This design comes from an exercise in tuning for small area on the open sky130 flow, not from production work.
Only simulation tests tie the RTL to the original design; equivalence was not proved.
The clock port is modelled as an ideal driver; clocking choices that lean on that would not hold on a real chip.
No activity file was given, so power comes from the tool's default toggle rates.

--- flow/design.v ---
`timescale 1ns / 1ps
module fnd_controller (
    input clk,
    input reset,
    input wrap,
    input [10:0] number,
    output reg [7:0] seg,
    output reg [3:0] an
);
    reg [6:0] hi;
    reg [2:0] sel;
    wire hi_wrap = (hi == 7'd99);
    always @(posedge clk or posedge reset) begin
        if (reset) begin
            hi  <= 0;
            sel <= 0;
        end else if (wrap) begin
            hi <= hi_wrap ? 7'd0 : hi + 1'b1;
            if (hi_wrap) sel <= sel + 1'b1;
        end
    end
    reg [3:0] digit;
    always @(*) begin
        case (sel[1:0])
            2'd0: digit = number[3:0];
            2'd1: digit = number[7:4];
            2'd2: digit = {1'b0, number[10:8]};
            default: digit = 4'd0;
        endcase
        case (sel[1:0])
            2'd0: an = 4'b1110;
            2'd1: an = 4'b1101;
            2'd2: an = 4'b1011;
            default: an = 4'b0111;
        endcase
        if (sel[2]) seg = 8'hff;
        else begin
            case (digit)
                4'h0: seg = 8'hc0;
                4'h1: seg = 8'hf9;
                4'h2: seg = 8'ha4;
                4'h3: seg = 8'hb0;
                4'h4: seg = 8'h99;
                4'h5: seg = 8'h92;
                4'h6: seg = 8'h82;
                4'h7: seg = 8'hf8;
                4'h8: seg = 8'h80;
                4'h9: seg = 8'h90;
                default: seg = 8'hff;
            endcase
        end
    end
endmodule
`timescale 1ns / 1ps
module ultrasonic_sensor (
    input             clk,
    input             reset,
    input             tick,
    input             start_trigger,
    output            trigger,
    input             echo,
    output reg [10:0] distance,
    output            echo_done
);
    localparam IDLE   = 3'b000,
               IDLE_D = 3'b001,    
               TRIG1  = 3'b100,
               TRIG   = 3'b110,
               WAITE1 = 3'b111,
               WAITE  = 3'b011,
               MEAS   = 3'b010,
               DONE   = 3'b101;
    reg [2:0] state;
    reg [5:0] pre;
    reg [3:0] d1, d10;
    reg [2:0] d100;
    assign trigger   = (state == TRIG) | (state == WAITE1);
    assign echo_done = (state == IDLE_D);
    wire trig_end = (pre == 6'd14) & (d1 == 4'd7) & d10[0];   
    wire clr = (state == IDLE) | (state == IDLE_D) | (state == WAITE) | (state == WAITE1);
    wire inc = (state == TRIG1) | (state == TRIG) | ((state == MEAS) & tick);
    wire pre_wrap = (pre == 6'd57);
    wire d1_wrap = (d1 == 4'd9);
    wire d10_wrap = (d10 == 4'd9);
    reg [2:0] next_state;
    always @(*) begin
        case (state)
            IDLE, IDLE_D: next_state = start_trigger ? TRIG1 : IDLE;
            TRIG1:        next_state = TRIG;
            TRIG:         next_state = trig_end ? WAITE1 : TRIG;
            WAITE1:       next_state = echo ? MEAS : WAITE;
            WAITE:        next_state = echo ? MEAS : WAITE;
            MEAS:         next_state = echo ? MEAS : DONE;
            default:      next_state = IDLE_D;    
        endcase
    end
    always @(posedge clk or posedge reset) begin
        if (reset) state <= IDLE;
        else       state <= next_state;
    end
    always @(posedge clk) begin
        if (clr) begin
            pre  <= 0;
            d1   <= 0;
            d10  <= 0;
            d100 <= 0;
        end else if (inc) begin
            if (pre_wrap) begin
                pre <= 0;
                if (d1_wrap) begin
                    d1 <= 0;
                    if (d10_wrap) begin
                        d10  <= 0;
                        d100 <= d100 + 1'b1;
                    end else begin
                        d10 <= d10 + 1'b1;
                    end
                end else begin
                    d1 <= d1 + 1'b1;
                end
            end else begin
                pre <= pre + 1'b1;
            end
        end
    end
    always @(posedge clk or posedge reset) begin
        if (reset) distance <= 0;
        else if (state == DONE) distance <= {d100, d10, d1};
    end
endmodule
module tick_gen (
    input  clk,
    input  reset,
    output tick,
    output wrap
);
    reg [6:0] s;
    assign wrap = (s == 7'b1100011);
    assign tick = (s == 7'b1000111);
    always @(posedge clk or posedge reset) begin
        if (reset) s <= 7'b1000111;
        else       s <= {s[5:0], s[6] ^ s[0] ^ wrap};
    end
endmodule
`timescale 1ns / 1ps
module baud_tick_gen (
    input  clk,
    input  reset,
    output baud_tick
);
    reg [9:0] s;
    assign baud_tick = (s == 10'b0110011111);
    always @(posedge clk or posedge reset) begin
        if (reset) s <= 10'b0110011111;
        else       s <= {s[8:0], s[9] ^ s[2] ^ baud_tick};
    end
endmodule
module uart_rx (
    input  clk,
    input  reset,
    input  tick,
    input  rx,
    output rx_trigger
);
    reg [7:0] t;
    reg match;
    wire idle   = ~t[7] & ~t[5] & t[4] & t[3];
    wire sample = tick & t[7] & (t[3:0] == 4'hf);
    assign rx_trigger = idle & ~t[0] & match;
    always @(posedge clk or posedge reset) begin
        if (reset) begin
            t <= 8'd25;
        end else if (idle) begin
            t <= {1'b0, ~rx, ~rx, 2'b11, 2'b00, rx};    
        end else if (tick) begin
            t <= t + 1'b1;
        end
    end
    always @(posedge clk) begin
        if (sample)
            match <= ((t[6:4] == 3'd0) | match) & ((t[6:4] == 3'd5) | (rx == ~t[4]));
    end
endmodule
module uart_distance_sender (
    input             clk,
    input             reset,
    input      [10:0] distance,
    input             distance_valid,
    input             rd,            
    output reg [10:0] msg_dist,
    output reg [4:0]  q,
    output            empty
);
    wire n3 = (msg_dist[10:8] != 3'd0);
    wire n1 = ~n3 & (msg_dist[7:4] == 4'd0);
    wire none = (q == 5'd15);
    assign empty = none | (q[4] & ~(q[1] & q[0]));
    wire start = distance_valid & none;
    wire adv = (q[4] & ~(q[1] & q[0])) | (rd & ~empty);
    always @(posedge clk or posedge reset) begin
        if (reset) begin
            q <= 5'd15;
        end else if (start) begin
            q <= 5'd29;
        end else if (adv) begin
            if (q == 5'd9) q <= n3 ? 5'd10 : (n1 ? 5'd12 : 5'd11);
            else q <= q + 1'b1;
        end
    end
    always @(posedge clk) begin
        if (start) msg_dist <= distance;
    end
endmodule
module uart_tx (
    input        clk,
    input        reset,
    input        tick,
    input        start_trigger,
    input  [4:0] slot,           
    input [10:0] msg_dist,
    output reg   o_tx,
    output       o_take
);
    reg [7:0] t;
    wire idle  = ~t[7] & ~t[6] & t[4];
    assign o_take = idle & start_trigger;
    wire start = ~t[7] & t[6];
    reg [7:0] ch;
    always @(*) begin
        case (slot[4] ? 4'd15 : slot[3:0])
            4'd0:  ch = "d";
            4'd1:  ch = "i";
            4'd2:  ch = "s";
            4'd3:  ch = "t";
            4'd4:  ch = "a";
            4'd5:  ch = "n";
            4'd6:  ch = "c";
            4'd7:  ch = "e";
            4'd8:  ch = ":";
            4'd9:  ch = " ";
            4'd10: ch = {5'b00110, msg_dist[10:8]};
            4'd11: ch = {4'b0011, msg_dist[7:4]};
            4'd12: ch = {4'b0011, msg_dist[3:0]};
            4'd13: ch = "c";
            4'd14: ch = "m";
            default: ch = "\n";
        endcase
    end
    always @(posedge clk or posedge reset) begin
        if (reset) begin
            t         <= 8'd16;
            o_tx <= 1'b1;
        end else begin
            if (idle) begin
                o_tx <= 1'b1;
                if (start_trigger) t <= 8'd112;
            end else begin
                if (start) begin
                    o_tx <= 1'b0;
                end else if (t[7]) begin
                    o_tx <= ch[t[6:4]];
                end else begin
                    o_tx <= 1'b1;
                end
                if (tick) t <= t + 1'b1;
            end
        end
    end
endmodule
`timescale 1ns / 1ps
module top_module (
    input clk,
    input reset,
    input rx,
    output trigger,
    input echo,
    output tx,
    output [7:0] seg,
    output [3:0] an
);
    wire baud_tick;
    wire us_tick;
    wire us_wrap;
    wire rx_trigger;
    wire echo_done;
    wire [10:0] distance;    
    wire [10:0] msg_dist;
    wire fifo_empty;
    wire [4:0] rptr;
    wire tx_take;
    baud_tick_gen TICK_GEN (
        .clk(clk), .reset(reset), .baud_tick(baud_tick)
    );
    uart_rx UART_RX (
        .clk(clk), .reset(reset), .tick(baud_tick), .rx(rx),
        .rx_trigger(rx_trigger)
    );
    tick_gen TICK_1US (
        .clk(clk), .reset(reset), .tick(us_tick), .wrap(us_wrap)
    );
    ultrasonic_sensor U_ultrasonic_sensor (
        .clk(clk), .reset(reset), .tick(us_tick),
        .start_trigger(rx_trigger), .trigger(trigger), .echo(echo),
        .distance(distance), .echo_done(echo_done)
    );
    fnd_controller U_fnd_controller (
        .clk(clk), .reset(reset), .wrap(us_wrap), .number(distance),
        .seg(seg), .an(an)
    );
    uart_distance_sender U_MSG (
        .clk(clk), .reset(reset), .distance(distance),
        .distance_valid(echo_done), .rd(tx_take),
        .msg_dist(msg_dist), .q(rptr), .empty(fifo_empty)
    );
    uart_tx UART_TX (
        .clk(clk), .reset(reset), .tick(baud_tick),
        .start_trigger(~fifo_empty), .slot(rptr), .msg_dist(msg_dist),
        .o_tx(tx), .o_take(tx_take)
    );
endmodule
--- flow/flow/run.sh ---
#!/bin/bash
# Layout flow: the standard ORFS flow (standard.sh) with three changes
# that only affect how the layout is built:
#  - synthesis maps the combinational logic with an area-oriented ABC
#    script (flow/abc_area.script); registers are mapped exactly as in the
#    standard synthesis, before ABC runs
#  - ports are buffered with the smallest buffer cell
#  - the clock tree is built by flow/clock_tree.tcl: the clock port drives
#    four clkbuf_16, each feeding the registers of one placement cluster
# Each tool's full output is in the ORFS logs under orfs/logs and in
# flow_make.log.
set -euo pipefail
cp -r "$FLOW_HOME/scripts" "$PWD/scripts"
cp flow/abc_area.script scripts/abc_speed.script
bash standard.sh SCRIPTS_DIR="$PWD/scripts" \
  "BUFFER_PORTS_ARGS=-buffer_cell sky130_fd_sc_hd__buf_1" \
  "CTS_ARGS=-repair_clock_nets -dont_use_dummy_load" \
  PRE_CTS_TCL="$PWD/flow/clock_tree.tcl" \
  finish > flow_make.log 2>&1
--- flow/flow/abc_area.script ---
&get -n
&st
&deepsyn -T 30
&dch -f
&nf -R 1000
&put
--- flow/flow/clock_tree.tcl ---
# Clock tree: the clock port drives four clkbuf_16 directly, each feeding
# the clock sinks of one cluster (k-means on the placed sink positions).
set nb 4
set cell sky130_fd_sc_hd__buf_12
set block [ord::get_db_block]
set clk_net [$block findNet clk]
set master [[ord::get_db] findMaster $cell]
set pts {}
foreach it [$clk_net getITerms] {
  set b [[$it getInst] getBBox]
  lappend pts [list $it [expr {([$b xMin] + [$b xMax]) / 2}] [expr {([$b yMin] + [$b yMax]) / 2}]]
}
# k-means on sink positions
set n [llength $pts]
set cent {}
set sorted [lsort -real -index 1 $pts]
for {set k 0} {$k < $nb} {incr k} {
  set p [lindex $sorted [expr {int(($k + 0.5) * $n / $nb)}]]
  lappend cent [list [lindex $p 1] [lindex $p 2]]
}
for {set iter 0} {$iter < 50} {incr iter} {
  set asg {}
  foreach p $pts {
    set best 0; set bd 1e30
    for {set k 0} {$k < $nb} {incr k} {
      set c [lindex $cent $k]
      set d [expr {abs([lindex $p 1] - [lindex $c 0]) + abs([lindex $p 2] - [lindex $c 1])}]
      if {$d < $bd} {set bd $d; set best $k}
    }
    lappend asg $best
  }
  set newc {}
  for {set k 0} {$k < $nb} {incr k} {
    set sx 0; set sy 0; set m 0
    foreach p $pts a $asg { if {$a == $k} { set sx [expr {$sx + [lindex $p 1]}]; set sy [expr {$sy + [lindex $p 2]}]; incr m } }
    if {$m > 0} { lappend newc [list [expr {$sx / $m}] [expr {$sy / $m}]] } else { lappend newc [lindex $cent $k] }
  }
  set cent $newc
}
for {set k 0} {$k < $nb} {incr k} {
  set buf [odb::dbInst_create $block $master clkbuf_leaf_$k]
  set leaf [odb::dbNet_create $block clknet_leaf_$k]
  $leaf setSigType CLOCK
  set m 0
  foreach p $pts a $asg {
    if {$a == $k} { set it [lindex $p 0]; $it disconnect; $it connect $leaf; incr m }
  }
  [$buf findITerm A] connect $clk_net
  [$buf findITerm X] connect $leaf
  set c [lindex $cent $k]
  $buf setLocation [expr {int([lindex $c 0])}] [expr {int([lindex $c 1])}]
  $buf setPlacementStatus PLACED
  puts "clkbuf_leaf_$k drives $m sinks"
  lappend skip clknet_leaf_$k
}
detailed_placement
set_cts_config -skip_nets [concat clk $skip]
--- flow/standard.sh ---
#!/bin/bash
# synth_recipe.tcl (not shown) runs the flow's synth.tcl, then flattens the netlist and writes it again
# the make line also repeats each setting of config.mk as NAME=value (left out here)
make -C /OpenROAD-flow-scripts/flow DESIGN_CONFIG=/design/flow/config.mk WORK_HOME=/design/flow/orfs CLKGATE_MAP_FILE= SYNTH_SCRIPT=/design/flow/synth_recipe.tcl "${@:-finish}"
--- flow/config.mk ---
export PLATFORM = sky130hd
export DESIGN_NAME = top_module
export DESIGN_NICKNAME = top_module
export VERILOG_FILES = /design/flow/design.v
export SDC_FILE = /design/flow/constraint.sdc
export NUM_CORES = 4
export LEC_CHECK = 0
export CAP_MARGIN = 0
export CORE_MARGIN = 2
export CORE_UTILIZATION = 75
export GPL_TIMING_DRIVEN = 0
export SLEW_MARGIN = 0
--- flow/constraint.sdc ---
create_clock -name core_clock -period 15.0 [get_ports {clk}]
set_input_delay 3.0000 -clock core_clock [delete_from_list [all_inputs] [get_ports {clk}]]
set_output_delay 3.0000 -clock core_clock [all_outputs]
set_load 0.01 [all_outputs]
==> results of run 1 <==
[cell usage after synthesis, types with 2 or more instances]
cell,count
sky130_fd_sc_hd__nand4_1,6
sky130_fd_sc_hd__a31oi_1,9
sky130_fd_sc_hd__nor2b_1,2
sky130_fd_sc_hd__a21oi_1,36
sky130_fd_sc_hd__nor3_1,15
sky130_fd_sc_hd__dfrtp_1,43
sky130_fd_sc_hd__dfxtp_1,17
sky130_fd_sc_hd__a22oi_1,3
sky130_fd_sc_hd__a311oi_1,3
sky130_fd_sc_hd__or2_0,2
sky130_fd_sc_hd__a211oi_1,2
sky130_fd_sc_hd__and4b_1,2
sky130_fd_sc_hd__nand2_1,37
sky130_fd_sc_hd__nor4b_1,2
sky130_fd_sc_hd__a222oi_1,3
sky130_fd_sc_hd__clkinv_1,25
sky130_fd_sc_hd__o211ai_1,3
sky130_fd_sc_hd__edfxtp_1,12
sky130_fd_sc_hd__a21o_1,2
sky130_fd_sc_hd__and2_0,6
sky130_fd_sc_hd__nor2_1,34
sky130_fd_sc_hd__xnor2_1,8
sky130_fd_sc_hd__o2111a_1,2
sky130_fd_sc_hd__nand4b_1,2
sky130_fd_sc_hd__and3_1,12
sky130_fd_sc_hd__o21ai_0,33
sky130_fd_sc_hd__nor4_1,6
sky130_fd_sc_hd__nand2b_1,5
sky130_fd_sc_hd__ha_1,20
sky130_fd_sc_hd__dfstp_2,20
sky130_fd_sc_hd__nand3_1,13
sky130_fd_sc_hd__mux2_1,12
sky130_fd_sc_hd__o22ai_1,2
sky130_fd_sc_hd__xor2_1,3
[flip-flops by register name, summed over array words and instances (netlist names)]
register,count
TICK_1US.s,7
TICK_GEN.s,10
UART_RX.match,1
UART_RX.t,8
UART_TX.o_tx,1
UART_TX.t,8
U_MSG.msg_dist,11
U_MSG.q,5
U_fnd_controller.hi,7
U_fnd_controller.sel,3
U_ultrasonic_sensor.d1,4
U_ultrasonic_sensor.d10,4
U_ultrasonic_sensor.d100,3
U_ultrasonic_sensor.distance,11
U_ultrasonic_sensor.pre,6
U_ultrasonic_sensor.state,3
[metrics by stage]
stage / util [%] / instances / power [mW]
2_1_floorplan: - / 413 / 0.3145
3_3_place_gp: 80.25 / 501 / 0.3288
3_5_place_dp: 80.64 / 502 / 0.3313
4_1_cts: 82.10 / 506 / 0.4110
5_1_grt: 82.21 / 506 / 0.4473
6_report: 82.21 / 506 / 0.4285
[final timing paths]
kind                                         startpoint                         end  cells after the start
max in group asynchronous                         reset               TICK_1US.s[6]                      3
min in group asynchronous                         reset                  U_MSG.q[4]                      2
worst min-delay path                      TICK_1US.s[1]               TICK_1US.s[2]                      0
worst max-delay path            U_fnd_controller.sel[1]                      seg[4]                     10
worst min register to register            TICK_1US.s[1]               TICK_1US.s[2]                      0
worst max register to register            TICK_1US.s[0]  U_ultrasonic_sensor.d10[3]                     10
[logic make-up after synthesis]
family                     share of synthesized area [%]
xor gates and xnor gates                           2.272
muxes                                              3.422
and+or+nand+nor                                    16.99
buffers and inverters                              2.389
DFF                                                54.28
other                                            0.08841
AOI/OAI and AO/OA                                  14.66
adders and majority gates                          5.900
[cells in the final DEF (no fill, tap or decap), drive strengths merged, types with 3 or more instances in the layout]
cell	count
a21oi	36
dfstp	20
dfrtp	43
buf	22
nand2b	5
a311oi	3
o21ai	33
and2	6
ha	20
and3	12
a222oi	3
mux2	12
nor2	34
o211ai	3
nor3	15
edfxtp	12
nand2	37
dfxtp	17
nand3	13
nand4	6
nor4	6
xnor2	8
a22oi	3
clkinv	25
a31oi	9
xor2	3
[layer usage]
metal,vias to the layer above,share of wire [%],track usage (%)
met4,0,1.1,3.103
met5,-,0,0
met3,9,2.9,1.364
met2,59,51,47.97
li1,1543,-,-
met1,1539,45,36.17
[power by group]
part	internal [mW]	switching, mW	leakage, nW
clock network	0.0434	0.0583	0.0376
registers	0.259	0.0103	1.02
logic	0.0179	0.0399	0.818
total	0.320	0.108	1.88
[cell type report]
cell class / instances / area, sq um
well taps: 72 / 90.09
inverters: 25 / 95.09
flip-flops and latches: 92 / 2302
plain buffers: 5 / 87.58
multi-input cells: 295 / 1844
fillers: 347 / 973.4
repair buffers: 17 / 80.08
[worst max-delay path, delay by kind of cell, from the launching register on]
family | cells | cell delay, ns
AND/OR/NAND/NOR | 2 | 0.23
AO/OA/AOI/OAI | 3 | 0.75
buffers and inverters | 3 | 0.41
adder cells (fa/ha/maj) | 2 | 0.44
flip-flops | 1 | 0.42
==> metrics.md, run 1 <==
| Metric | Value |
|---|---|
| Crit path kind | reg -> out |
| Number of antenna repair diodes | 0 |
| Avg Inst Size Synth | between 10 and 15 sq um |
| Worst hold slack | ~0.37 ns |
| Effective utilization at floorplan | between 70% and 80% |
| Detailed Route Iter0 Violations | around 150 |
| Total of max-cap violations | 0 |
| Path type of the worst min-delay path | reg -> reg |
| Pin count of the biggest net entering global routing | 37 |
| Final critical-path share of the clock period | between 30 and 40% |
| Worst-case headroom to the max-slew limit | a little under half |
| Unrepaired setup endpoints after global routing | false |
| Detailed-route via count | around 3200 |
| Number of max-slew violations in the final report | 0 |
| Post-route antenna net violation count | 0 |
| Worst slew pin tran | roughly 0.81 ns |
| Kind of end point of the critical path | primary output |
| Total die area | about 6300 sq um |
| Final weighted congestion in routability-driven placement | a little over 0.9 |
| # rows | 27 |
| Post-cts sizing count | 0 |
| Post-Synthesis Cell Area | between 4000 and 5000 sq um |
| Count of endpoints failing setup in the final report | 0 |
| Post-CTS Setup Repair Bufs | 0 |
| Pre-CTS setup slack | between 9 and 10 ns |
| All-Layer GR Usage | around a quarter |
| Achievable Freq | 186.2 MHz |
| Clk_skew | 0.009747 ns |
| CTS clk-pin slew, worst paths | 0.08 ns |
| Io pins | 18 |
| Ys Warns | 7 |
| Total negative slack | 0 ns |
| Worst setup SP type | flop |
| Final critical-path required period | about 5.4 ns |
| Ratio of cells with drive above 1 in the final layout | roughly 6.5% |
| Clock network latency to the later pin of the worst-skew pair | ~0.13 ns |
| Post-Place Cell Area | between 4000 and 5000 sq um |
| Post-synth top flop | sky130_fd_sc_hd__dfrtp_1 |
| Highest net fanout along the worst path | 5 |
| Sequential share of the synthesized area | 54.28% |
| Seq cells post-synth | slightly above 90 |
| Worst stage delay on the critical path | 0.43 ns |
| Cell count after synthesis | approximately 410 |
| Drt first pass iters | 4 |
| Core region area | 5473 sq um |
| HPWL after detailed placement | between 5000 and 6000 um |
| Count of cell types in the netlist | between 40 and 50 |
| Count of flip-flops with a built-in enable after synthesis | 12 |
| Routed length per instance | 15.67 um |
| Leakage power figure | 1.876 nW |
| Port bufs | 16 |
| Outcome | complete, no violations |
| Routed wire length | between 7000 and 8000 um |
| R2R setup slack | around 12 ns |
| Height of the die | just under 80 um |
| Critical path arrival | 2.37 ns |
| Final-report hold violation count | 0 |
| Final instance area | about 4500 sq um |
| Synth area leaders | sky130_fd_sc_hd__dfrtp_1 (25%), sky130_fd_sc_hd__dfstp_2 (12%), sky130_fd_sc_hd__edfxtp_1 (8.5%), sky130_fd_sc_hd__dfxtp_1 (8.0%), sky130_fd_sc_hd__ha_1 (5.9%) |
| Grt total ovfl | 0 |
| Count of unresolved DRC violations after routing | 0 |
| Worst-path cell chain | clkinv_1 > ha_1 > a222oi_1 > nor2_1 > clkinv_1 > ha_1 > nand2_1 > a21oi_1 > o221ai_1 > buf_1 |
| Vias in the first global route | around 3000 |
| Slowest-stage cell, CP | sky130_fd_sc_hd__a222oi_1 |
| Worst VDD drop | 0.09995 mV |
| Vias per Instance | 6.225 |
| Die Wd | between 70 and 80 um |
| Relative area change from synthesis to final layout | 6.077% |
| Final setup slack of the worst path | slightly below 10 ns |
| Number of hold-repair buffers added at the cts stage | 0 |
| Nets in the synthesized netlist | 437 |
| Biggest area consumer among synthesized cells | sky130_fd_sc_hd__dfrtp_1 |
| Power density of the placed cells | 95.24 nW/um^2 |
| Area share of the largest cell type after synthesis | 25.37% |
| Async S/R FF share, synth | 68.48% |
| Final Net Count | 460 |
| Global-route wire length before repair | about 14000 um |
| Crit path required time | 12.00 ns |
| Antenna violations before repair | 0 |
==> run 2, diff against run 1 <==
--- a/flow/config.mk
+++ b/flow/config.mk
@@ -7,3 +7,3 @@
 export LEC_CHECK = 0
-export CAP_MARGIN = 0
+export CAP_MARGIN = 20
 export CORE_MARGIN = 2
@@ -11,2 +11,2 @@
 export GPL_TIMING_DRIVEN = 0
-export SLEW_MARGIN = 0
+export SLEW_MARGIN = 20
==> run 2 against run 1 <==
  * Still clean
  * Die area is the same
  * Setup slack improved by 0.0091 ns
  * Core utilization barely moved
  * Clock power hardly changed
  * Clock skew rose by 0.0077 ns
  * Area after synthesis unchanged
  * Power barely moved
  * Combinational power decreased by 0.9%
  * Critical path depth decreased by 2
  * Largest power group unchanged
==> metrics.md, run 2 <==
| Metric | Value |
|---|---|
| Area taken by multi-input logic gates | 1838 sq um (-0.34%) |
| Pin count of the biggest net entering global routing | 37 (unchanged) |
| Commonest non-fill, non-tap cells in the layout | sky130_fd_sc_hd__dfrtp_1 (43), sky130_fd_sc_hd__nand2_1 (37), sky130_fd_sc_hd__a21oi_1 (36) |
| Final weighted congestion in routability-driven placement | 0.9159 (unchanged) |
| Final critical-path share of the clock period | 35.74% (-0.061 points) |
| CTS clk-pin slew, worst paths | 0.08 ns (about the same) |
| Crit path kind | reg -> out |
| Post-synth top flop | sky130_fd_sc_hd__dfrtp_1 |
| Core region area | 5473 sq um (unchanged) |
| Post-route antenna net violation count | 0 (unchanged) |
| RR Startpoint | TICK_1US.s[0] |
| Post-CTS Setup Repair Bufs | 0 (unchanged) |
| Fill cells | 364 (+4.9%) |
| Drt first pass iters | 5 (+1) |
| Unrepaired setup endpoints after global routing | false |
| Commonest non-fill, non-tap cell in the layout | sky130_fd_sc_hd__dfrtp_1 |
| Number of antenna repair diodes | 0 (unchanged) |
| Count of flip-flops with a built-in enable after synthesis | 12 (unchanged) |
| Seq cells post-synth | 92 (unchanged) |
| Number of hold-repair buffers added at the cts stage | 0 (unchanged) |
| Total negative slack | 0 ns (unchanged) |
| Routed wire length | 8035 um (+1.3%) |
| Storage cell area | 2302 sq um (unchanged) |
| Io pins | 18 (unchanged) |
| Detailed-route via count | 3184 (+1.1%) |
| Crit path required time | 12.00 ns (about the same) |
| Biggest area consumer among synthesized cells | sky130_fd_sc_hd__dfrtp_1 |
| Post-Synthesis Cell Area | 4242 sq um (unchanged) |
| Effective utilization at floorplan | 77.50% (unchanged) |
| Height of the die | 79.20 um (unchanged) |
| Relative area change from synthesis to final layout | 6.047% (about the same) |
| Antenna violations before repair | 0 (unchanged) |
| Die Wd | 79.20 um (unchanged) |
| All-Layer GR Usage | 26.60% (+0.32 points) |
| Count of unresolved DRC violations after routing | 0 (unchanged) |
| Power density of the placed cells | 95.21 nW/um^2 (about the same) |
| Worst slew pin tran | 0.6453 ns (-0.1696 ns) |
| Avg Inst Size Synth | 10.27 sq um (unchanged) |
| Start point of the critical path | U_fnd_controller.sel[0] |
| Highest net fanout along the worst path | 5 (unchanged) |
| Largest registers | U_MSG.msg_dist: 11 flops, U_ultrasonic_sensor.distance: 11 flops, TICK_GEN.s: 10 flops |
| Worst setup path endpoint | seg[5] |
| Async S/R FF share, synth | 68.48% (unchanged) |
| Global-route wire length before repair | 13770 um (+1.3%) |
| Worst flop-to-flop path endpoint | U_ultrasonic_sensor.d10[3] |
| Vias per Instance | 6.280 (+0.88%) |
| Most instantiated cells after synthesis | sky130_fd_sc_hd__dfrtp_1 (43), sky130_fd_sc_hd__nand2_1 (37), sky130_fd_sc_hd__a21oi_1 (36) |
| Post-cts sizing count | 0 (unchanged) |
| Worst hold slack | 0.3672 ns (-0.001715 ns) |
| Total die area | 6273 sq um (unchanged) |
| Port bufs | 16 (unchanged) |
| Detailed Route Iter0 Violations | 193 (+27%) |
| Clk_skew | 0.01741 ns (+0.007664 ns) |
| Most instantiated library cell after synthesis | sky130_fd_sc_hd__dfrtp_1 |
| Worst VDD drop | 0.09990 mV (about the same) |
| Count of cell types in the netlist | 45 (unchanged) |
| Routed length per instance | 15.85 um (+1.1%) |
| Final instance area | 4498 sq um (about the same) |
| Area share of the largest cell type after synthesis | 25.37% (unchanged) |
| R2R setup slack | 11.76 ns (-0.15 ns) |
| Ratio of cells with drive above 1 in the final layout | 6.437% (-0.015 points) |
| Ys Warns | 7 (unchanged) |
| Synth area leaders | sky130_fd_sc_hd__dfrtp_1 (25%), sky130_fd_sc_hd__dfstp_2 (12%), sky130_fd_sc_hd__edfxtp_1 (8.5%), sky130_fd_sc_hd__dfxtp_1 (8.0%), sky130_fd_sc_hd__ha_1 (5.9%) |
| Worst-case headroom to the max-slew limit | 56.53% (+11 points) |
| Cell count after synthesis | 413 (unchanged) |
| Final critical-path required period | 5.360 ns (-0.009140 ns) |
| Vias in the first global route | 3047 (+3.0%) |
| Number of cells traversed by the worst hold path | 0 (unchanged) |
| Number of max-slew violations in the final report | 0 (unchanged) |
| Post-Place Cell Area | 4418 sq um (+0.11%) |
| Clock network latency to the later pin of the worst-skew pair | 0.13 ns (about the same) |
| Outcome | complete, no violations |
| Final Net Count | 461 (+0.22%) |
| Achievable Freq | 186.6 MHz (+0.17%) |
| Kind of end point of the critical path | primary output |
| HPWL after detailed placement | 5794 um (+0.53%) |
| Leakage power figure | 1.881 nW (+0.29%) |
| Sequential share of the synthesized area | 54.28% (unchanged) |
| Number of cells on the worst reg-to-reg path | 10 (unchanged) |
| Count of endpoints failing setup in the final report | 0 (unchanged) |
| Nets in the synthesized netlist | 437 (unchanged) |
| Worst setup SP type | flop |
| # rows | 27 (unchanged) |
| Critical path arrival | 2.36 ns (about the same) |
| Path type of the worst min-delay path | reg -> reg |
| Final-report hold violation count | 0 (unchanged) |
| Total of max-cap violations | 0 (unchanged) |
| Grt total ovfl | 0 (unchanged) |
==> run 2: cell counts after synthesis <==
No cell type changed its count.
==> run 2: worst max-delay path, stage by stage (launching register included) <==
cell	delay, ns
sky130_fd_sc_hd__dfrtp_1	0.41
sky130_fd_sc_hd__clkinv_1	0.17
sky130_fd_sc_hd__ha_1	0.29
sky130_fd_sc_hd__a222oi_1	0.60
sky130_fd_sc_hd__nand2_1	0.16
sky130_fd_sc_hd__a21o_1	0.22
sky130_fd_sc_hd__a21oi_1	0.14
sky130_fd_sc_hd__o21ai_0	0.11
sky130_fd_sc_hd__buf_1	0.14
==> run 2: layout make-up <==
| type | instances | share of cell area, % |
|---|---|---|
| Multi-Input combinational cell | 295 | 40.86 |
| Sequential cell | 92 | 51.18 |
| Tap cell | 72 | 2.003 |
| Timing Repair Buffer | 18 | 1.892 |
| Buffer | 5 | 1.947 |
| Inverter | 25 | 2.114 |
==> run 2: cell families after synthesis <==
| group | count (synthesis) | share of synthesized area [%] |
|---|---|---|
| compound gates | 104 | 14.66 |
| mux | 13 | 3.422 |
| buf+inv | 26 | 2.389 |
| xor+xnor | 11 | 2.272 |
| simple gates | 146 | 16.99 |
| flops | 92 | 54.28 |
| fa+ha+maj | 20 | 5.900 |
| other cells | 1 | 0.08841 |
==> run 2: worst min path at each step <==
| stage | end | slack (ns) | start |
|---|---|---|---|
| floorplan | TICK_GEN.s[6] | 0.35 | TICK_GEN.s[5] |
| global placement | TICK_GEN.s[4] | 0.35 | TICK_GEN.s[3] |
| detailed placement | TICK_GEN.s[4] | 0.36 | TICK_GEN.s[3] |
| CTS | TICK_GEN.s[4] | 0.36 | TICK_GEN.s[3] |
| global route | TICK_GEN.s[4] | 0.37 | TICK_GEN.s[3] |
| finish | TICK_GEN.s[4] | 0.37 | TICK_GEN.s[3] |
==> run 2: through the flow <==
stage          util, %  setup WS, ns  power [mW]  instances
3_3_place_gp     80.25         9.908      0.3288        501
6_report         82.19         9.640      0.4283        507
4_1_cts          82.19         9.829      0.4116        507
5_1_grt          82.19         9.466      0.4483        507
3_5_place_dp     80.73         9.846      0.3314        503
2_1_floorplan        -         10.14      0.3145        413
==> run 2: where the power goes <==
group | total, mW | internal (mW) | switching (mW) | leakage [nW]
Combinational | 0.0573 | 0.0179 | 0.0394 | 0.823
Sequential | 0.269 | 0.259 | 0.0104 | 1.02
Clock | 0.102 | 0.0434 | 0.0585 | 0.0376
==> run 2: per-layer routing <==
| layer | wire length (um) | global-route usage [%] | vias up |
|---|---|---|---|
| li1 | - | - | 1533 |
| met1 | 3490 | 35.59 | 1560 |
| met2 | 4168 | 48.56 | 77 |
| met3 | 246 | 1.250 | 14 |
| met4 | 129 | 5.517 | 0 |
| met5 | 0 | 0 | - |
==> run 3, diff against run 2 <==
--- a/flow/flow/clock_tree.tcl
+++ b/flow/flow/clock_tree.tcl
@@ -3,3 +3,3 @@
 set nb 4
-set cell sky130_fd_sc_hd__buf_12
+set cell sky130_fd_sc_hd__clkbuf_16
 set block [ord::get_db_block]
==> run 3 against run 2 <==
  * Maximum frequency is 0.25% lower
  * Via count is 1.0% lower
  * Sequential power hardly changed
  * Area after synthesis stayed put
==> metrics.md, run 3 <==
| Metric | Value |
|---|---|
| Number of cells traversed by the worst hold path | 0 (unchanged) |
| Critical path arrival | 2.37 ns (about the same) |
| Internal power | 0.3252 mW (+1.6%) |
| Routed wire length | 8040 um (about the same) |
| CP Depth | 10 (+2) |
| Ratio of cells with drive above 1 in the final layout | 6.437% (unchanged) |
| Grt total ovfl | 0 (unchanged) |
| Most instantiated cells after synthesis | sky130_fd_sc_hd__dfrtp_1 (43), sky130_fd_sc_hd__nand2_1 (37), sky130_fd_sc_hd__a21oi_1 (36) |
| Final critical-path share of the clock period | 35.82% (+0.089 points) |
| Relative area change from synthesis to final layout | 6.519% |
| Count of unresolved DRC violations after routing | 0 (unchanged) |
| Worst-case headroom to the max-slew limit | 54.08% (-2.4 points) |
| Worst stage delay on the critical path | 0.42 ns (-0.18 ns) |
| Vias in the first global route | 3046 (-0.033%) |
| Worst VDD drop | 0.1055 mV (+5.6%) |
| Origin of the worst min-delay path | TICK_1US.s[1] |
| Largest registers | U_MSG.msg_dist: 11 flops, U_ultrasonic_sensor.distance: 11 flops, TICK_GEN.s: 10 flops |
| Sequential cell fraction of total power | 61.9% (-0.9 points) |
| Fill cells | 358 (-1.6%) |
| Total negative slack | 0 ns (unchanged) |
| Kind of end point of the critical path | primary output |
| Synth area leaders | sky130_fd_sc_hd__dfrtp_1 (25%), sky130_fd_sc_hd__dfstp_2 (12%), sky130_fd_sc_hd__edfxtp_1 (8.5%), sky130_fd_sc_hd__dfxtp_1 (8.0%), sky130_fd_sc_hd__ha_1 (5.9%) |
| Port bufs | 16 (unchanged) |
| Number of cells on the worst reg-to-reg path | 10 (unchanged) |
| Count of endpoints failing setup in the final report | 0 (unchanged) |
| Slowest-stage cell, CP | sky130_fd_sc_hd__dfrtp_1 |
| Final critical-path required period | 5.374 ns (+0.01340 ns) |
| Seq cells post-synth | 92 (unchanged) |
| Area share of the largest cell type after synthesis | 25.37% (unchanged) |
| Count of cell types in the netlist | 45 (unchanged) |
| Final Net Count | 461 (unchanged) |
| Pre-CTS setup slack | 9.846 ns (unchanged) |
| Unrepaired setup endpoints after global routing | false |
| Nets in the synthesized netlist | 437 (unchanged) |
| Antenna violations before repair | 0 (unchanged) |
| Final-report hold violation count | 0 (unchanged) |
| Detailed Route Iter0 Violations | 202 (+4.7%) |
| Commonest non-fill, non-tap cell in the layout | sky130_fd_sc_hd__dfrtp_1 |
| Global-route wire length before repair | 13690 um (-0.55%) |
| Detailed-route via count | 3152 (-1.0%) |
| Count of flip-flops with a built-in enable after synthesis | 12 (unchanged) |
| Total of max-cap violations | 0 (unchanged) |
| RR Startpoint | TICK_1US.s[0] |
| Sw Share | 25.16% (-0.12 points) |
| Die Wd | 79.20 um (unchanged) |
| Final setup slack of the worst path | 9.626 ns (-0.01340 ns) |
| Outcome | complete, no violations |
| Achievable Freq | 186.1 MHz (-0.25%) |
| Combined buffer and inverter count along the critical path | 3 (+1) |
| Post-cts sizing count | 0 (unchanged) |
| Pin count of the biggest net entering global routing | 37 (unchanged) |
| CTS clk-pin slew, worst paths | 0.08 ns (about the same) |
| Share of power burned in the clock network | 24.8% (+1.0 points) |
| Number of max-slew violations in the final report | 0 (unchanged) |
| Io pins | 18 (unchanged) |
| Worst setup SP type | flop |
| Commonest non-fill, non-tap cells in the layout | sky130_fd_sc_hd__dfrtp_1 (43), sky130_fd_sc_hd__nand2_1 (37), sky130_fd_sc_hd__a21oi_1 (36) |
| Vias per Instance | 6.217 (-1.0%) |
| Ys Warns | 7 (unchanged) |
| Async S/R FF share, synth | 68.48% (unchanged) |
| Worst flop-to-flop path endpoint | U_ultrasonic_sensor.d10[3] |
| Sequential share of the synthesized area | 54.28% (unchanged) |
| Post-CTS Setup Repair Bufs | 0 (unchanged) |
| Cell family contributing the most delay on the critical path | compound AO/OA/AOI/OAI gates |
| HPWL after detailed placement | 5794 um (unchanged) |
| Routed length per instance | 15.86 um (about the same) |
| R2R setup slack | 11.85 ns (+0.09 ns) |
| Final weighted congestion in routability-driven placement | 0.9159 (unchanged) |
| Power density of the placed cells | 96.17 nW/um^2 (+1.0%) |
| Core region area | 5473 sq um (unchanged) |
| Path type of the worst min-delay path | reg -> reg |
| Number of antenna repair diodes | 0 (unchanged) |
| Post-route antenna net violation count | 0 (unchanged) |
| # rows | 27 (unchanged) |
| Post-synth top flop | sky130_fd_sc_hd__dfrtp_1 |
| Biggest area consumer among synthesized cells | sky130_fd_sc_hd__dfrtp_1 |
| Crit path kind | reg -> out |
| Highest net fanout along the worst path | 4 (-1) |
| Worst-path cell chain | clkinv_1 > ha_1 > a222oi_1 > nor2_1 > clkinv_1 > ha_1 > nand2_1 > a21oi_1 > o221ai_1 > buf_1 |
| Post-Synthesis Cell Area | 4242 sq um (unchanged) |
| Most instantiated library cell after synthesis | sky130_fd_sc_hd__dfrtp_1 |
| Total die area | 6273 sq um (unchanged) |
| Clock network latency to the later pin of the worst-skew pair | 0.16 ns (+0.03 ns) |
| Drt first pass iters | 5 (unchanged) |
| Effective utilization at floorplan | 77.50% (unchanged) |
| All-Layer GR Usage | 26.43% (-0.17 points) |
| Worst setup path endpoint | seg[4] |
| Cell count after synthesis | 413 (unchanged) |
| Start point of the critical path | U_fnd_controller.sel[0] |
| Worst slew pin tran | 0.6825 ns (+0.03721 ns) |
| Net Sw Power | 0.1093 mW (+0.97%) |
| Leakage power figure | 1.893 nW (+0.62%) |
| Avg Inst Size Synth | 10.27 sq um (unchanged) |
| Height of the die | 79.20 um (unchanged) |
| Combinational Power Share | 13.3% (about the same) |
| Number of hold-repair buffers added at the cts stage | 0 (unchanged) |
| Crit path required time | 12.00 ns (about the same) |
| Clk_skew | 0.01714 ns (-0.0002697 ns) |
[run 3: metal layers]
metal,global-route usage (%),routed length [um],vias up
met2,49.92,4153,82
li1,-,-,1540
met1,33.83,3477,1519
met4,3.793,95,0
met3,2.386,314,11
met5,0,0,-
[run 3: metrics by stage]
stage	hold WS, ns	util [%]	total power [mW]	instances	instance area, sq um
after global placement	0.3525	80.25	0.3288	501	4392
after floorplan	0.3474	-	0.3145	413	4242
after global routing	0.3727	82.56	0.4526	507	4518
final	0.3680	82.56	0.4345	507	4518
after detailed placement	0.3574	80.73	0.3314	503	4418
after CTS	0.3563	82.56	0.4166	507	4518
[run 3: area by class of cell]
class	instances	area, sq um	share of cell area [%]
buffer	5	107.6	2.382
inverter	25	95.09	2.105
multi-input combinational	295	1838	40.68
sequential	92	2302	50.96
tap	72	90.09	1.994
timing repair buffer	18	85.08	1.883
[run 3: cell families (layout without fill, tap and decap cells)]
kind of cell	after synthesis	in the layout	synth area share [%]
AO/OA/AOI/OAI	104	104	14.66
other	1	1	0.08841
XOR/XNOR	11	11	2.272
adder cells (fa/ha/maj)	20	20	5.900
buffers and inverters	26	48	2.389
AND/OR/NAND/NOR	146	146	16.99
multiplexers	13	13	3.422
flip-flops	92	92	54.28
[run 3: power groups by stage]
stage               clock, mW  combinational [mW]  sequential, mW
floorplan                   0              0.0438           0.271
global placement            0              0.0555           0.273
detailed placement          0              0.0578           0.274
CTS                    0.0849              0.0581           0.274
global route            0.117              0.0653           0.271
finish                  0.108              0.0576           0.269
[run 3: how the worst min path moves through the flow]
stage	to	slack (ns)
2_1_floorplan	TICK_GEN.s[6]	0.35
3_3_place_gp	TICK_GEN.s[4]	0.35
3_5_place_dp	TICK_GEN.s[4]	0.36
6_report	TICK_1US.s[2]	0.37
5_1_grt	TICK_GEN.s[4]	0.37
4_1_cts	TICK_GEN.s[4]	0.36
==> run 4, diff against run 3 <==
--- a/flow/flow/run.sh
+++ b/flow/flow/run.sh
@@ -8,3 +8,3 @@
 #  - the clock tree is built by flow/clock_tree.tcl: the clock port drives
-#    four clkbuf_16, each feeding the registers of one placement cluster
+#    four buf_12, each feeding the registers of one placement cluster
 # Each tool's full output is in the ORFS logs under orfs/logs and in
@@ -18,2 +18,3 @@
   PRE_CTS_TCL="$PWD/flow/clock_tree.tcl" \
+  SYNTH_INSBUF=0 \
   finish > flow_make.log 2>&1
--- a/flow/flow/clock_tree.tcl
+++ b/flow/flow/clock_tree.tcl
@@ -1,5 +1,5 @@
-# Clock tree: the clock port drives four clkbuf_16 directly, each feeding
+# Clock tree: the clock port drives four buf_12 directly, each feeding
 # the clock sinks of one cluster (k-means on the placed sink positions).
 set nb 4
-set cell sky130_fd_sc_hd__clkbuf_16
+set cell sky130_fd_sc_hd__buf_12
 set block [ord::get_db_block]
==> run 4 against run 3 <==
  * Still clean
  * Design area down 0.61%
  * Area after synthesis fell by 0.18%
  * Clock skew increased by 0.0029 ns
  * Power fell by 1.5%
  * Register-to-register slack improved by 0.12 ns
  * Sequential share of layout area rose by 0.31 points
  * Via count up 0.22%
  * Synthesized cell count fell by 0.24%
  * Critical endpoint is now seg[5]
==> metrics.md, run 4 <==
| Metric | Value |
|---|---|
| All-Layer GR Usage | 26.35% (-0.080 points) |
| Worst VDD drop | 0.1180 mV (+12%) |
| Number of max-slew violations in the final report | 0 (unchanged) |
| CTS clk-pin slew, worst paths | 0.10 ns (+0.02 ns) |
| Cell count after synthesis | 412 (-0.24%) |
| Most instantiated cells after synthesis | sky130_fd_sc_hd__dfrtp_1 (43), sky130_fd_sc_hd__nand2_1 (37), sky130_fd_sc_hd__a21oi_1 (36) |
| Seq cells post-synth | 92 (unchanged) |
| Commonest non-fill, non-tap cells in the layout | sky130_fd_sc_hd__dfrtp_1 (43), sky130_fd_sc_hd__nand2_1 (37), sky130_fd_sc_hd__a21oi_1 (36) |
| Detailed-route via count | 3159 (+0.22%) |
| Ratio of cells with drive above 1 in the final layout | 6.221% (-0.22 points) |
| Area share of the largest cell type after synthesis | 25.41% (+0.045 points) |
| Commonest non-fill, non-tap cell in the layout | sky130_fd_sc_hd__dfrtp_1 |
| Total of max-cap violations | 0 (unchanged) |
| Crit path kind | reg -> out |
| Total die area | 6262 sq um (-0.16%) |
| Io pins | 18 (unchanged) |
| Port bufs | 16 (unchanged) |
| Count of flip-flops with a built-in enable after synthesis | 12 (unchanged) |
| Ys Warns | 7 (unchanged) |
| Critical path arrival | 2.38 ns (about the same) |
| Nets in the synthesized netlist | 436 (-0.23%) |
| Number of cells traversed by the worst hold path | 0 (unchanged) |
| Die Wd | 79.14 um (about the same) |
| Vias in the first global route | 3159 (+3.7%) |
| Post-route antenna net violation count | 0 (unchanged) |
| Post-synth top flop | sky130_fd_sc_hd__dfrtp_1 |
| Grt total ovfl | 0 (unchanged) |
| Pin count of the biggest net entering global routing | 41 (+11%) |
| R2R setup slack | 11.97 ns (+0.12 ns) |
| Final Net Count | 460 (-0.22%) |
| Final critical-path required period | 5.382 ns (+0.008520 ns) |
| Clk_skew | 0.02007 ns (+0.002929 ns) |
| Achievable Freq | 185.8 MHz (-0.16%) |
| Number of antenna repair diodes | 0 (unchanged) |
| Power density of the placed cells | 95.30 nW/um^2 (-0.90%) |
| Crit path required time | 12.00 ns (about the same) |
| Number of cells on the worst reg-to-reg path | 10 (unchanged) |
| Highest net fanout along the worst path | 5 (+1) |
| Worst slew pin tran | 0.7211 ns (+0.03861 ns) |
| Vias per Instance | 6.243 (+0.42%) |
| Relative area change from synthesis to final layout | 6.058% |
| Most instantiated library cell after synthesis | sky130_fd_sc_hd__dfrtp_1 |
| Path type of the worst min-delay path | reg -> reg |
| Worst setup SP type | flop |
| Final critical-path share of the clock period | 35.88% (+0.057 points) |
| Post-Synthesis Cell Area | 4234 sq um (-0.18%) |
| Number of hold-repair buffers added at the cts stage | 0 (unchanged) |
| Effective utilization at floorplan | 77.37% (-0.14 points) |
| Final-report hold violation count | 0 (unchanged) |
| Avg Inst Size Synth | 10.28 sq um (about the same) |
| Post-Place Cell Area | 4410 sq um (-0.17%) |
| Count of endpoints failing setup in the final report | 0 (unchanged) |
| Biggest area consumer among synthesized cells | sky130_fd_sc_hd__dfrtp_1 |
| Core region area | 5473 sq um (unchanged) |
| Layout Cells excl Fill | 506 (-0.20%) |
| Count of cell types in the netlist | 44 (-2.2%) |
| Post-Route Utilization | 82.05% (-0.50 points) |
| Post-CTS Setup Repair Bufs | 0 (unchanged) |
| Count of unresolved DRC violations after routing | 0 (unchanged) |
| Storage cell area | 2302 sq um (unchanged) |
| Cell count after placement | 502 (-0.20%) |
| Global-route wire length before repair | 13640 um (-0.35%) |
| Synth area leaders | sky130_fd_sc_hd__dfrtp_1 (25%), sky130_fd_sc_hd__dfstp_2 (12%), sky130_fd_sc_hd__edfxtp_1 (8.5%), sky130_fd_sc_hd__dfxtp_1 (8.0%), sky130_fd_sc_hd__ha_1 (5.9%) |
| Antenna violations before repair | 0 (unchanged) |
| Outcome | complete, no violations |
| Total chip power | 0.4280 mW (-1.5%) |
| Sequential share of the synthesized area | 54.37% (+0.096 points) |
| HPWL after detailed placement | 5989 um (+3.4%) |
| Final weighted congestion in routability-driven placement | 0.8702 (-5.0%) |
| Height of the die | 79.14 um (about the same) |
| Total negative slack | 0 ns (unchanged) |
| Final instance area | 4491 sq um (-0.61%) |
| Leakage power figure | 1.877 nW (-0.84%) |
| Area taken by multi-input logic gates | 1838 sq um (unchanged) |
| Fill cells | 350 (-2.2%) |
| Detailed Route Iter0 Violations | 174 (-14%) |
| Unrepaired setup endpoints after global routing | false |
| Async S/R FF share, synth | 68.48% (unchanged) |
| Largest registers | U_MSG.msg_dist: 11 flops, U_ultrasonic_sensor.distance: 11 flops, TICK_GEN.s: 10 flops |
| Routed length per instance | 15.72 um (-0.89%) |
| Routed wire length | 7953 um (-1.1%) |
| Clock network latency to the later pin of the worst-skew pair | 0.13 ns (-0.03 ns) |
| # rows | 27 (unchanged) |
| Worst-case headroom to the max-slew limit | 51.42% (-2.7 points) |
| Drt first pass iters | 4 (-1) |
| Post-cts sizing count | 0 (unchanged) |
| Kind of end point of the critical path | primary output |
## run 4: cell types whose count changed in the layout (fill, tap and decap cells not counted), sizes merged
cell	delta
clkbuf	-4
buf	+3
## run 4: report_power, final
group	switching (mW)	total, mW	internal, mW
Combinational	0.0403	0.0581	0.0178
Clock	0.0572	0.101	0.0434
Sequential	0.0105	0.269	0.259
## run 4: final timing paths
path                                    startpoint                    endpoint
setup / recovery           U_fnd_controller.sel[0]                      seg[5]
hold / removal                       TICK_GEN.s[3]               TICK_GEN.s[4]
setup reg to reg                     TICK_1US.s[0]  U_ultrasonic_sensor.d10[3]
hold reg to reg                      TICK_GEN.s[3]               TICK_GEN.s[4]
max in group asynchronous                    reset               TICK_1US.s[2]
min in group asynchronous                    reset                UART_RX.t[2]
## run 4: layout make-up
| type | count | area share, % |
|---|---|---|
| multi-input cells | 295 | 40.93 |
| repair buffers | 18 | 1.895 |
| flip-flops and latches | 92 | 51.27 |
| inverters | 25 | 2.118 |
| well taps | 72 | 2.006 |
| plain buffers | 4 | 1.783 |
## run 4: metal layers
layer,up-vias,wire (um),track usage (%)
li1,1542,-,-
met1,1539,3338,32.19
met2,61,4238,51.10
met3,17,206,1.364
met4,0,170,6.034
met5,-,0,0
## run 4: stage by stage
step                      hold slack (ns)  setup WS (ns)
after floorplan                    0.3474          10.14
after global placement             0.3540          9.865
after detailed placement           0.3565          9.824
after CTS                          0.3573          9.822
after global routing               0.3720          9.372
final                              0.3697          9.618
## run 4: worst max-delay path: stages (launching register included)
cell                       delay, ns
sky130_fd_sc_hd__dfrtp_1        0.41
sky130_fd_sc_hd__clkinv_1       0.15
sky130_fd_sc_hd__ha_1           0.27
sky130_fd_sc_hd__a222oi_1       0.61
sky130_fd_sc_hd__nand2_1        0.18
sky130_fd_sc_hd__a21o_1         0.22
sky130_fd_sc_hd__a21oi_1        0.14
sky130_fd_sc_hd__o21ai_0        0.12
sky130_fd_sc_hd__buf_1          0.14
## run 4: cells by family (layout without fill, tap and decap cells)
family | after synthesis | in the layout | synth area share (%)
muxes | 13 | 13 | 3.428
xor gates and xnor gates | 11 | 11 | 2.276
DFF | 92 | 92 | 54.37
buffers and inverters | 25 | 47 | 2.216
and+or+nand+nor | 146 | 146 | 17.02
adders and majority gates | 20 | 20 | 5.910
other | 1 | 1 | 0.08857
AOI/OAI and AO/OA | 104 | 104 | 14.69
==> run 5, diff against run 4 <==
--- a/flow/flow/run.sh
+++ b/flow/flow/run.sh
@@ -18,3 +18,2 @@
   PRE_CTS_TCL="$PWD/flow/clock_tree.tcl" \
-  SYNTH_INSBUF=0 \
   finish > flow_make.log 2>&1
==> run 5 against run 4 <==
  * Sequential power barely moved
  * Setup slack improved by 0.022 ns
  * Largest cell class unchanged
  * Highest routed layer unchanged
  * Power barely moved
  * Maximum frequency is 0.41% higher
  * Core utilization grew 0.14 points
  * Synthesized cell count rose by 0.24%
  * Design area increased by 0.17%
  * Register-to-register slack got worse by 0.21 ns
  * Final cell count increased by 0.20%
  * Hold slack worse by 0.0025 ns
  * First-iteration DRC count rose by 11%
  * Clock power is essentially flat
==> metrics.md, run 5 <==
| Metric | Value |
|---|---|
| Compound-cell area share of the yosys netlist | 14.66% (-0.026 points) |
| Clock network latency to the later pin of the worst-skew pair | 0.13 ns (about the same) |
| Post-synth top flop | sky130_fd_sc_hd__dfrtp_1 |
| Worst setup SP type | flop |
| Crit path required time | 12.00 ns (about the same) |
| Highest net fanout along the worst path | 5 (unchanged) |
| Worst-case headroom to the max-slew limit | 56.53% (+5.1 points) |
| Adder-Cell Fraction of Synth Area | 5.900% (-0.010 points) |
| R2R setup slack | 11.76 ns (-0.21 ns) |
| Routed wire length | 8035 um (+1.0%) |
| Grt total ovfl | 0 (unchanged) |
| Effective utilization at floorplan | 77.50% (+0.14 points) |
| Share of cell area taken by muxes after synthesis | 3.422% (-0.0061 points) |
| # rows | 27 (unchanged) |
| Final weighted congestion in routability-driven placement | 0.9159 (+5.3%) |
| Unrepaired setup endpoints after global routing | false |
| Ys Warns | 7 (unchanged) |
| Sequential share of the synthesized area | 54.28% (-0.096 points) |
| Worst hold slack | 0.3672 ns (-0.002480 ns) |
| Number of antenna repair diodes | 0 (unchanged) |
| Post-CTS Setup Repair Bufs | 0 (unchanged) |
| Number of hold-repair buffers added at the cts stage | 0 (unchanged) |
| Achievable Freq | 186.6 MHz (+0.41%) |
| Vias in the first global route | 3047 (-3.5%) |
| Relative area change from synthesis to final layout | 6.047% (about the same) |
| Worst flop-to-flop path endpoint | U_ultrasonic_sensor.d10[3] |
| Post-Synthesis Cell Area | 4242 sq um (+0.18%) |
| Number of cells traversed by the worst hold path | 0 (unchanged) |
| Commonest non-fill, non-tap cells in the layout | sky130_fd_sc_hd__dfrtp_1 (43), sky130_fd_sc_hd__nand2_1 (37), sky130_fd_sc_hd__a21oi_1 (36) |
| Simple-gate share of the synthesized area | 16.99% (-0.030 points) |
| Synth area leaders | sky130_fd_sc_hd__dfrtp_1 (25%), sky130_fd_sc_hd__dfstp_2 (12%), sky130_fd_sc_hd__edfxtp_1 (8.5%), sky130_fd_sc_hd__dfxtp_1 (8.0%), sky130_fd_sc_hd__ha_1 (5.9%) |
| Routed length per instance | 15.85 um (+0.83%) |
| Final critical-path required period | 5.360 ns (-0.02192 ns) |
| Core region area | 5473 sq um (unchanged) |
| Total chip power | 0.4283 mW (about the same) |
| Port bufs | 16 (unchanged) |
| Origin of the worst min-delay path | TICK_GEN.s[3] |
| Seq cells post-synth | 92 (unchanged) |
| CTS clk-pin slew, worst paths | 0.08 ns (-0.02 ns) |
| Global-route wire length before repair | 13770 um (+0.91%) |
| Met1 layer usage reported by global route | 35.59% (+3.4 points) |
| Most crowded layer after global routing | met2 |
| Clk_skew | 0.01741 ns (-0.002659 ns) |
| Largest registers | U_MSG.msg_dist: 11 flops, U_ultrasonic_sensor.distance: 11 flops, TICK_GEN.s: 10 flops |
| Final-report hold violation count | 0 (unchanged) |
| Main combinational cell family by area after synthesis | simple AND/OR/NAND/NOR gates |
| Drt first pass iters | 5 (+1) |
| Post-route antenna net violation count | 0 (unchanged) |
| Worst slew pin tran | 0.6453 ns (-0.07582 ns) |
| Nets in the synthesized netlist | 437 (+0.23%) |
| Path type of the worst min-delay path | reg -> reg |
| Crit path kind | reg -> out |
| Storage cell area | 2302 sq um (unchanged) |
| Ratio of cells with drive above 1 in the final layout | 6.437% (+0.22 points) |
| Io pins | 18 (unchanged) |
| Biggest area consumer among synthesized cells | sky130_fd_sc_hd__dfrtp_1 |
| Slowest-stage cell, CP | sky130_fd_sc_hd__a222oi_1 |
| Commonest non-fill, non-tap cell in the layout | sky130_fd_sc_hd__dfrtp_1 |
| Critical path arrival | 2.36 ns (-0.02 ns) |
| Area taken by multi-input logic gates | 1838 sq um (unchanged) |
| Most instantiated cells after synthesis | sky130_fd_sc_hd__dfrtp_1 (43), sky130_fd_sc_hd__nand2_1 (37), sky130_fd_sc_hd__a21oi_1 (36) |
| Height of the die | 79.20 um (about the same) |
| Number of max-slew violations in the final report | 0 (unchanged) |
| Die Wd | 79.20 um (about the same) |
| Detailed Route Iter0 Violations | 193 (+11%) |
| Detailed-route via count | 3184 (+0.79%) |
| Total of max-cap violations | 0 (unchanged) |
| Async S/R FF share, synth | 68.48% (unchanged) |
| Power density of the placed cells | 95.21 nW/um^2 (about the same) |
| Cell count after synthesis | 413 (+0.24%) |
| Worst stage delay on the critical path | 0.60 ns (about the same) |
| Met2 Usage GRT | 48.56% (-2.5 points) |
| Outcome | complete, no violations |
| Count of unresolved DRC violations after routing | 0 (unchanged) |
| Count of cell types in the netlist | 45 (+2.3%) |
| Total negative slack | 0 ns (unchanged) |
| Worst-path cell chain | clkinv_1 > ha_1 > a222oi_1 > nand2_1 > a21o_1 > a21oi_1 > o21ai_0 > buf_1 |
| Kind of end point of the critical path | primary output |
| Area share of the largest cell type after synthesis | 25.37% (-0.045 points) |
| RR Startpoint | TICK_1US.s[0] |
| WHS Endpoint | TICK_GEN.s[4] |
| Number of cells on the worst reg-to-reg path | 10 (unchanged) |
| Count of flip-flops with a built-in enable after synthesis | 12 (unchanged) |
| Final Net Count | 461 (+0.22%) |
| Total die area | 6273 sq um (+0.16%) |
| Final critical-path share of the clock period | 35.74% (-0.15 points) |
| Fraction of met3 tracks used by global routing | 1.250% (-0.11 points) |
| HPWL after detailed placement | 5794 um (-3.3%) |
| Fill cells | 364 (+4.0%) |
| Count of endpoints failing setup in the final report | 0 (unchanged) |
| Pin count of the biggest net entering global routing | 37 (-9.8%) |
| Post-cts sizing count | 0 (unchanged) |
| Antenna violations before repair | 0 (unchanged) |
| Vias per Instance | 6.280 (+0.59%) |
| Worst VDD drop | 0.09990 mV (-15%) |
| Leakage power figure | 1.881 nW (+0.22%) |
| Avg Inst Size Synth | 10.27 sq um (about the same) |
| All-Layer GR Usage | 26.60% (+0.25 points) |
| Most instantiated library cell after synthesis | sky130_fd_sc_hd__dfrtp_1 |
| XOR/XNOR Fraction of Synth Area | 2.271% (-0.0040 points) |
run 5: cell types whose count changed after synthesis:
cell	delta
sky130_fd_sc_hd__buf_4	+1
run 5: logic make-up (layout without fill, tap and decap cells):
kind of cell | count (synthesis) | after routing
simple gates | 146 | 146
compound gates | 104 | 104
flops | 92 | 92
buf+inv | 26 | 48
fa+ha+maj | 20 | 20
mux | 13 | 13
xor+xnor | 11 | 11
other cells | 1 | 1
run 5: worst max-delay path by stage:
stage                                        from  endpoint  slack (ns)  depth (start not counted)
final                     U_fnd_controller.sel[0]    seg[5]        9.64                          8
after detailed placement  U_fnd_controller.sel[1]    seg[4]        9.85                         10
after CTS                 U_fnd_controller.sel[1]    seg[4]        9.83                         10
after floorplan           U_fnd_controller.sel[0]    seg[5]       10.14                          7
after global routing      U_fnd_controller.sel[0]    seg[6]        9.47                          8
after global placement    U_fnd_controller.sel[0]    seg[6]        9.91                          8
run 5: critical path, delay by kind of cell (launching register included):
kind / cells / cell delay (ns)
compound gates: 4 / 1.07
flops: 1 / 0.41
buf+inv: 2 / 0.31
fa+ha+maj: 1 / 0.29
simple gates: 1 / 0.16
run 5: metrics by stage:
step,worst slack (ns),cells,area (sq um),util [%]
floorplan,10.14,413,4242,-
global placement,9.908,501,4392,80.25
detailed placement,9.846,503,4418,80.73
CTS,9.829,507,4498,82.19
global route,9.466,507,4498,82.19
finish,9.640,507,4498,82.19
run 5: layout make-up:
cell class | count | share of cell area, %
inverters | 25 | 2.114
well taps | 72 | 2.003
repair buffers | 18 | 1.892
plain buffers | 5 | 1.947
flip-flops and latches | 92 | 51.18
multi-input cells | 295 | 40.86
run 5: power by group:
group          internal, mW  switching (mW)  total, mW  leakage, nW
logic                0.0179          0.0394     0.0573        0.823
clock network        0.0434          0.0585      0.102       0.0376
registers             0.259          0.0104      0.269         1.02
run 5: metal layers:
layer / share of wire [%] / routed length [um]
met5: 0 / 0
met4: 1.6 / 129
met3: 3.1 / 246
met2: 52 / 4168
met1: 43 / 3490
==> run 6, diff against run 5 <==
--- a/flow/flow/run.sh
+++ b/flow/flow/run.sh
@@ -6,3 +6,4 @@
 #    standard synthesis, before ABC runs
-#  - ports are buffered with the smallest buffer cell
+#  - ports are buffered with the smallest buffer cell, the constant output
+#    too (SYNTH_INSBUF=0: synthesis adds no buffer of its own there)
 #  - the clock tree is built by flow/clock_tree.tcl: the clock port drives
@@ -18,2 +19,3 @@
   PRE_CTS_TCL="$PWD/flow/clock_tree.tcl" \
+  SYNTH_INSBUF=0 \
   finish > flow_make.log 2>&1
==> run 6 against run 5 <==
  * First-iteration DRC count fell by 9.8%
  * Die area shrank 0.16%
  * Final cell count fell by 0.20%
  * Sequential share of layout area rose by 0.085 points
  * Critical endpoint unchanged
  * Still clean on timing, DRC and antenna
  * Critical path depth unchanged
  * Sequential power about the same
  * Setup slack worse by 0.022 ns
  * Core utilization shrank 0.14 points
  * Routed wire length shrank 1.0%
==> metrics.md, run 6 <==
| Metric | Value |
|---|---|
| Outcome | complete, no violations |
| Final-report hold violation count | 0 (unchanged) |
| Detailed Route Iter0 Violations | 174 (-9.8%) |
| Post-route antenna net violation count | 0 (unchanged) |
| Critical path arrival | 2.38 ns (+0.02 ns) |
| Ratio of cells with drive above 1 in the final layout | 6.221% (-0.22 points) |
| Post-synth top flop | sky130_fd_sc_hd__dfrtp_1 |
| Effective utilization at floorplan | 77.37% (-0.14 points) |
| Most instantiated cells after synthesis | sky130_fd_sc_hd__dfrtp_1 (43), sky130_fd_sc_hd__nand2_1 (37), sky130_fd_sc_hd__a21oi_1 (36) |
| Core region area | 5473 sq um (unchanged) |
| Final weighted congestion in routability-driven placement | 0.8702 (-5.0%) |
| Async S/R FF share, synth | 68.48% (unchanged) |
| Clk_skew | 0.02007 ns (+0.002659 ns) |
| Total die area | 6262 sq um (-0.16%) |
| Relative area change from synthesis to final layout | 6.058% (about the same) |
| Crit path required time | 12.00 ns (about the same) |
| Sequential share of the synthesized area | 54.37% (+0.096 points) |
| Post-CTS Setup Repair Bufs | 0 (unchanged) |
| Area share of the largest cell type after synthesis | 25.41% (+0.045 points) |
| Largest registers | U_MSG.msg_dist: 11 flops, U_ultrasonic_sensor.distance: 11 flops, TICK_GEN.s: 10 flops |
| Achievable Freq | 185.8 MHz (-0.41%) |
| Die Wd | 79.14 um (about the same) |
| Worst-case headroom to the max-slew limit | 51.42% (-5.1 points) |
| Seq cells post-synth | 92 (unchanged) |
| Total of max-cap violations | 0 (unchanged) |
| Fill cells | 350 (-3.8%) |
| Count of flip-flops with a built-in enable after synthesis | 12 (unchanged) |
| Routed wire length | 7953 um (-1.0%) |
| Number of hold-repair buffers added at the cts stage | 0 (unchanged) |
| Total negative slack | 0 ns (unchanged) |
| Ys Warns | 7 (unchanged) |
| Nets in the synthesized netlist | 436 (-0.23%) |
| Grt total ovfl | 0 (unchanged) |
| Routed length per instance | 15.72 um (-0.82%) |
| Drt first pass iters | 4 (-1) |
| Synth area leaders | sky130_fd_sc_hd__dfrtp_1 (25%), sky130_fd_sc_hd__dfstp_2 (12%), sky130_fd_sc_hd__edfxtp_1 (8.5%), sky130_fd_sc_hd__dfxtp_1 (8.0%), sky130_fd_sc_hd__ha_1 (5.9%) |
| Total chip power | 0.4280 mW (about the same) |
| Commonest non-fill, non-tap cell in the layout | sky130_fd_sc_hd__dfrtp_1 |
| Count of endpoints failing setup in the final report | 0 (unchanged) |
| Crit path kind | reg -> out |
| Worst VDD drop | 0.1180 mV (+18%) |
| Most instantiated library cell after synthesis | sky130_fd_sc_hd__dfrtp_1 |
| Io pins | 18 (unchanged) |
| Post-Synthesis Cell Area | 4234 sq um (-0.18%) |
| Vias in the first global route | 3159 (+3.7%) |
| # rows | 27 (unchanged) |
| Worst slew pin tran | 0.7211 ns (+0.07582 ns) |
| Number of antenna repair diodes | 0 (unchanged) |
| Commonest non-fill, non-tap cells in the layout | sky130_fd_sc_hd__dfrtp_1 (43), sky130_fd_sc_hd__nand2_1 (37), sky130_fd_sc_hd__a21oi_1 (36) |
| Kind of end point of the critical path | primary output |
| Global-route wire length before repair | 13640 um (-0.90%) |
| Worst setup SP type | flop |
| Highest net fanout along the worst path | 5 (unchanged) |
| HPWL after detailed placement | 5989 um (+3.4%) |
| Path type of the worst min-delay path | reg -> reg |
| Post-Place Cell Area | 4410 sq um (-0.17%) |
| Leakage power figure | 1.877 nW (-0.22%) |
| Vias per Instance | 6.243 (-0.59%) |
| Port bufs | 16 (unchanged) |
| CTS clk-pin slew, worst paths | 0.10 ns (+0.02 ns) |
| Final critical-path required period | 5.382 ns (+0.02192 ns) |
| Count of cell types in the netlist | 44 (-2.2%) |
| Cell count after synthesis | 412 (-0.24%) |
| Final Net Count | 460 (-0.22%) |
| All-Layer GR Usage | 26.35% (-0.25 points) |
| Avg Inst Size Synth | 10.28 sq um (about the same) |
| Count of unresolved DRC violations after routing | 0 (unchanged) |
| Pin count of the biggest net entering global routing | 41 (+11%) |
| Post-cts sizing count | 0 (unchanged) |
| Biggest area consumer among synthesized cells | sky130_fd_sc_hd__dfrtp_1 |
| Unrepaired setup endpoints after global routing | false |
| Final instance area | 4491 sq um (-0.17%) |
| Detailed-route via count | 3159 (-0.79%) |
| Final critical-path share of the clock period | 35.88% (+0.15 points) |
| Number of max-slew violations in the final report | 0 (unchanged) |
| Height of the die | 79.14 um (about the same) |
| Clock network latency to the later pin of the worst-skew pair | 0.13 ns (about the same) |
| Antenna violations before repair | 0 (unchanged) |
| Power density of the placed cells | 95.30 nW/um^2 (about the same) |
==> run 6: through the flow <==
step	util (%)	hold slack, ns	worst slack [ns]	std cells
4_1_cts	82.05	0.3573	9.822	506
5_1_grt	82.05	0.3720	9.372	506
6_report	82.05	0.3697	9.618	506
3_3_place_gp	80.11	0.3540	9.865	500
3_5_place_dp	80.59	0.3565	9.824	502
2_1_floorplan	-	0.3474	10.14	412
==> run 6: power by group <==
group	internal [mW]	total [mW]	leakage, nW	switching [mW]
combinational	0.0178	0.0581	0.819	0.0403
sequential	0.259	0.269	1.02	0.0105
clock	0.0434	0.101	0.0376	0.0572
==> run 6: area by class of cell <==
| class | count | area (sq um) | area share (%) |
|---|---|---|---|
| Multi-Input combinational cell | 295 | 1838 | 40.93 |
| Inverter | 25 | 95.09 | 2.118 |
| Buffer | 4 | 80.08 | 1.783 |
| Tap cell | 72 | 90.09 | 2.006 |
| Timing Repair Buffer | 18 | 85.08 | 1.895 |
| Sequential cell | 92 | 2302 | 51.27 |
==> run 6: worst max-delay path: stages, from the launching register on <==
cell and delay [ns]:
sky130_fd_sc_hd__dfrtp_1 0.41, sky130_fd_sc_hd__clkinv_1 0.15, sky130_fd_sc_hd__ha_1 0.27, sky130_fd_sc_hd__a222oi_1 0.61, sky130_fd_sc_hd__nand2_1 0.18, sky130_fd_sc_hd__a21o_1 0.22, sky130_fd_sc_hd__a21oi_1 0.14, sky130_fd_sc_hd__o21ai_0 0.12
sky130_fd_sc_hd__buf_1 0.14
==> run 6: worst paths after layout <==
check                                             start                          to  slack [ns]  cells after the start
worst max-delay path            U_fnd_controller.sel[0]                      seg[5]        9.62                      8
worst min-delay path                      TICK_GEN.s[3]               TICK_GEN.s[4]        0.37                      0
worst max register to register            TICK_1US.s[0]  U_ultrasonic_sensor.d10[3]       11.97                     10
worst min register to register            TICK_GEN.s[3]               TICK_GEN.s[4]        0.37                      0
max in group asynchronous                         reset               TICK_1US.s[2]       11.56                      3
min in group asynchronous                         reset                UART_RX.t[2]        2.83                      2
==> run 6: layer usage <==
layer	global-route usage, %	part of all wire, %	wire, um
met3	1.364	2.6	206
met2	51.10	53	4238
met5	0	0	0
met4	6.034	2.1	170
met1	32.19	42	3338
==> run 6: logic make-up (layout without fill, tap and decap cells) <==
logic type	Yosys count	in the layout	share of synthesized area (%)
other	1	1	0.08857
AND/OR/NAND/NOR	146	146	17.02
multiplexers	13	13	3.428
AO/OA/AOI/OAI	104	104	14.69
buffers and inverters	25	47	2.216
flip-flops	92	92	54.37
XOR/XNOR	11	11	2.276
adder cells (fa/ha/maj)	20	20	5.910

## what the ideal ports hide
How much do the figures lean on ideal ports? The routed layouts below were timed once more, with nothing changed but the port constraints. Step 1: set_driving_cell puts a clkbuf_16 on clk and a buf_2 on each other input, an assumption about the parent block. Step 2, shift: input delay + t, output delay - t, t = (earliest + latest rising clock arrival at the registers) / 2. This alone moves slack from input paths to output paths. Three values: no drivers, after step 1, after step 2; two values: the first two.
run	t, ns	setup slack, ns
run 1	0.206	9.631 / 9.547 / 9.753
run 2	0.207	9.640 / 9.557 / 9.764
run 3	0.224	9.626 / 9.553 / 9.777
run 4	0.204	9.618 / 9.536 / 9.739
run 5	0.207	9.640 / 9.557 / 9.764
run 6	0.204	9.618 / 9.536 / 9.739
After both steps setup and hold are still met in every run listed.
